Context: an optimization exercise on an open-source flow, tuned for small area and a short achievable clock period. The choices shown serve that exercise and are no tape-out recipe.
Only simulation tests tie the RTL to the original design; equivalence was not proved.

== the baseline ==
Design cam, start of the top module:
module cam(clk, enable,
	       data_in,
	       MatchEn, WriteEn,
	       WriteAddr,
	       MatchAddr, Match
	       );
Size: about 4100 flip-flops, about 37 I/O pins, about 180000 µm² of cells after synthesis.
==> module cam, before the edit <==
module cam(clk, enable,
	       data_in,
	       MatchEn, WriteEn,
	       WriteAddr,
	       MatchAddr, Match
	       );
input clk, enable;
input [15:0] data_in;
input MatchEn, WriteEn;
input [7:0] WriteAddr;
output [7:0] MatchAddr;
output Match;
reg Match;
reg [7:0] MatchAddr;
wire        wr  = enable & WriteEn;
wire [15:0] wlo = 16'd1 << WriteAddr[3:0];
wire [15:0] whi = {15'd0, wr} << WriteAddr[7:4];
wire [15:0] wdata_n = ~data_in;
wire [255:0] mm;       
wire [63:0]  a_any;    
wire [127:0] a_idx;
wire [15:0]  b_none;   
wire [63:0]  b_idx;
wire [3:0]   c_any;    
wire [23:0]  c_idx;
wire         d_none;   
wire [7:0]   d_idx;
genvar g;
generate
	for (g = 0; g < 256; g = g + 1) begin : ent
		wire we = whi[g / 16] & wlo[g % 16];
		cam_row u (.clk(clk), .we(we), .we_n(~we), .key(data_in), .wdata_n(wdata_n),
		           .mismatch(mm[g]));
	end
	for (g = 0; g < 64; g = g + 1) begin : la
		cam_pe4_leaf u (.none(mm[4*g +: 4]), .any(a_any[g]), .idx(a_idx[2*g +: 2]));
	end
	for (g = 0; g < 16; g = g + 1) begin : lb
		cam_pe4_any #(.W(2)) u (.any(a_any[4*g +: 4]), .idx(a_idx[8*g +: 8]),
		                        .none(b_none[g]), .oidx(b_idx[4*g +: 4]));
	end
	for (g = 0; g < 4; g = g + 1) begin : lc
		cam_pe4_none #(.W(4)) u (.none(b_none[4*g +: 4]), .idx(b_idx[16*g +: 16]),
		                         .any(c_any[g]), .oidx(c_idx[6*g +: 6]));
	end
endgenerate
cam_pe4_any #(.W(6)) ld (.any(c_any), .idx(c_idx), .none(d_none), .oidx(d_idx));
wire search = enable & MatchEn;
always @(posedge clk) begin
	Match     <= search & ~d_none;
	MatchAddr <= {8{search}} & d_idx;
end
endmodule
==> module cam_pe4_leaf, before the edit <==
module cam_pe4_leaf(none, any, idx);
input  [3:0] none;
output       any;
output [1:0] idx;
assign any    = ~&none;
assign idx[1] = none[0] & none[1] & ~(none[2] & none[3]);
assign idx[0] = none[0] & (~none[1] | (none[2] & ~none[3]));
endmodule
export LEC_CHECK = 0
export CAP_MARGIN = 20
export CORE_MARGIN = 2
export CORE_UTILIZATION = 60
export CTS_BUF_LIST = sky130_fd_sc_hd__clkbuf_8
export SETUP_SLACK_MARGIN = 5
export SLEW_MARGIN = 20
export SYNTH_HIERARCHICAL = 1
export TNS_END_PERCENT = 5
create_clock -name core_clock -period 10.0 [get_ports {clk}]
standard.sh (not shown) runs the stock make flow with config.mk's settings and CLKGATE_MAP_FILE= SYNTH_SCRIPT=/design/flow/synth_recipe.tcl, a recipe that flattens the netlist after the stock synthesis.
==> flow/flow/run.sh <==
#!/bin/bash
set -euo pipefail
bash standard.sh SETUP_SLACK_MARGIN=6.5 finish > standard_flow.log 2>&1
[inputs] the candidate vs the baseline
--- a/flow/design.v
+++ b/flow/design.v
@@ -13,12 +13,13 @@
 reg Match;
 reg [7:0] MatchAddr;
 wire        wr  = enable & WriteEn;
 wire [15:0] wlo = 16'd1 << WriteAddr[3:0];
 wire [15:0] whi = {15'd0, wr} << WriteAddr[7:4];
 wire [15:0] wdata_n = ~data_in;
+wire search = enable & MatchEn;
 wire [255:0] mm;       
 wire [63:0]  a_any;    
 wire [127:0] a_idx;
 wire [15:0]  b_none;   
 wire [63:0]  b_idx;
 wire [3:0]   c_any;    
@@ -30,37 +31,37 @@
 	for (g = 0; g < 256; g = g + 1) begin : ent
 		wire we = whi[g / 16] & wlo[g % 16];
 		cam_row u (.clk(clk), .we(we), .we_n(~we), .key(data_in), .wdata_n(wdata_n),
 		           .mismatch(mm[g]));
 	end
 	for (g = 0; g < 64; g = g + 1) begin : la
-		cam_pe4_leaf u (.none(mm[4*g +: 4]), .any(a_any[g]), .idx(a_idx[2*g +: 2]));
+		cam_pe4_leaf u (.search(search), .none(mm[4*g +: 4]), .any(a_any[g]), .idx(a_idx[2*g +: 2]));
 	end
 	for (g = 0; g < 16; g = g + 1) begin : lb
 		cam_pe4_any #(.W(2)) u (.any(a_any[4*g +: 4]), .idx(a_idx[8*g +: 8]),
 		                        .none(b_none[g]), .oidx(b_idx[4*g +: 4]));
 	end
 	for (g = 0; g < 4; g = g + 1) begin : lc
 		cam_pe4_none #(.W(4)) u (.none(b_none[4*g +: 4]), .idx(b_idx[16*g +: 16]),
 		                         .any(c_any[g]), .oidx(c_idx[6*g +: 6]));
 	end
 endgenerate
 cam_pe4_any #(.W(6)) ld (.any(c_any), .idx(c_idx), .none(d_none), .oidx(d_idx));
-wire search = enable & MatchEn;
 always @(posedge clk) begin
-	Match     <= search & ~d_none;
-	MatchAddr <= {8{search}} & d_idx;
+	Match     <= ~d_none;
+	MatchAddr <= d_idx;
 end
 endmodule
-module cam_pe4_leaf(none, any, idx);
+module cam_pe4_leaf(search, none, any, idx);
+input        search;
 input  [3:0] none;
 output       any;
 output [1:0] idx;
-assign any    = ~&none;
-assign idx[1] = none[0] & none[1] & ~(none[2] & none[3]);
-assign idx[0] = none[0] & (~none[1] | (none[2] & ~none[3]));
+assign any    = search & ~&none;
+assign idx[1] = search & none[0] & none[1] & ~(none[2] & none[3]);
+assign idx[0] = search & none[0] & (~none[1] | (none[2] & ~none[3]));
 endmodule
 module cam_pe4_any(any, idx, none, oidx);
 parameter W = 2;
 input  [3:0]     any;
 input  [4*W-1:0] idx;
 output           none;
Notes after the runs:
- Going from the baseline to the candidate, die area climbed about 0.4%; fraction of the core area covered by cells at the end of the flow climbed 0.19 points; largest net degree at the start of global routing dropped 3.1%.
- Number of nets in the synthesized netlist: the candidate vs the baseline up about 0.75%
- Compared with the baseline, the candidate shows a higher initial antenna violation count.
- Fmax, the candidate and the baseline, lower one = the baseline.
- Via count (the candidate over the baseline): increase, 1862
- The standard cell area after detailed placement reported for the candidate is greater than that of the baseline by 0.88%.
- Capture point of the critical path: ent[30].u.q_n[10] -> the baseline, Match -> the candidate
- The mean instance size in the synthesized netlist in the candidate sits about 0.32% below the value recorded for the baseline.

## re-timing with driven ports
How much do the figures lean on ideal ports? The routed layouts below were timed once more, with nothing changed but the port constraints. Step 1: set_driving_cell puts a clkbuf_16 on clk and a buf_2 on each other input, an assumption about the parent block. Step 2 adds t to the input delays and takes it off the output delays; t is the mean of the earliest and latest rising clock arrival at the registers after step 1. Input paths then give back, and output paths get back, about the clock's delay inside the block. Slacks: no drivers / after step 1 / after step 2; pairs: no drivers / after step 1.
run | t, ns | setup slack, ns | worst register clock-pin slew, ns
the baseline | 1.349 | 6.002 / 5.572 / 4.223 | 0.07 / 0.07
the candidate | 1.362 | 6.080 / 5.772 / 4.410 | 0.07 / 0.07
After both steps every run listed still meets setup and hold. The setup slack of the baseline, which loses most, moves by -0.430 ns with the drivers and by -1.779 ns with both steps.
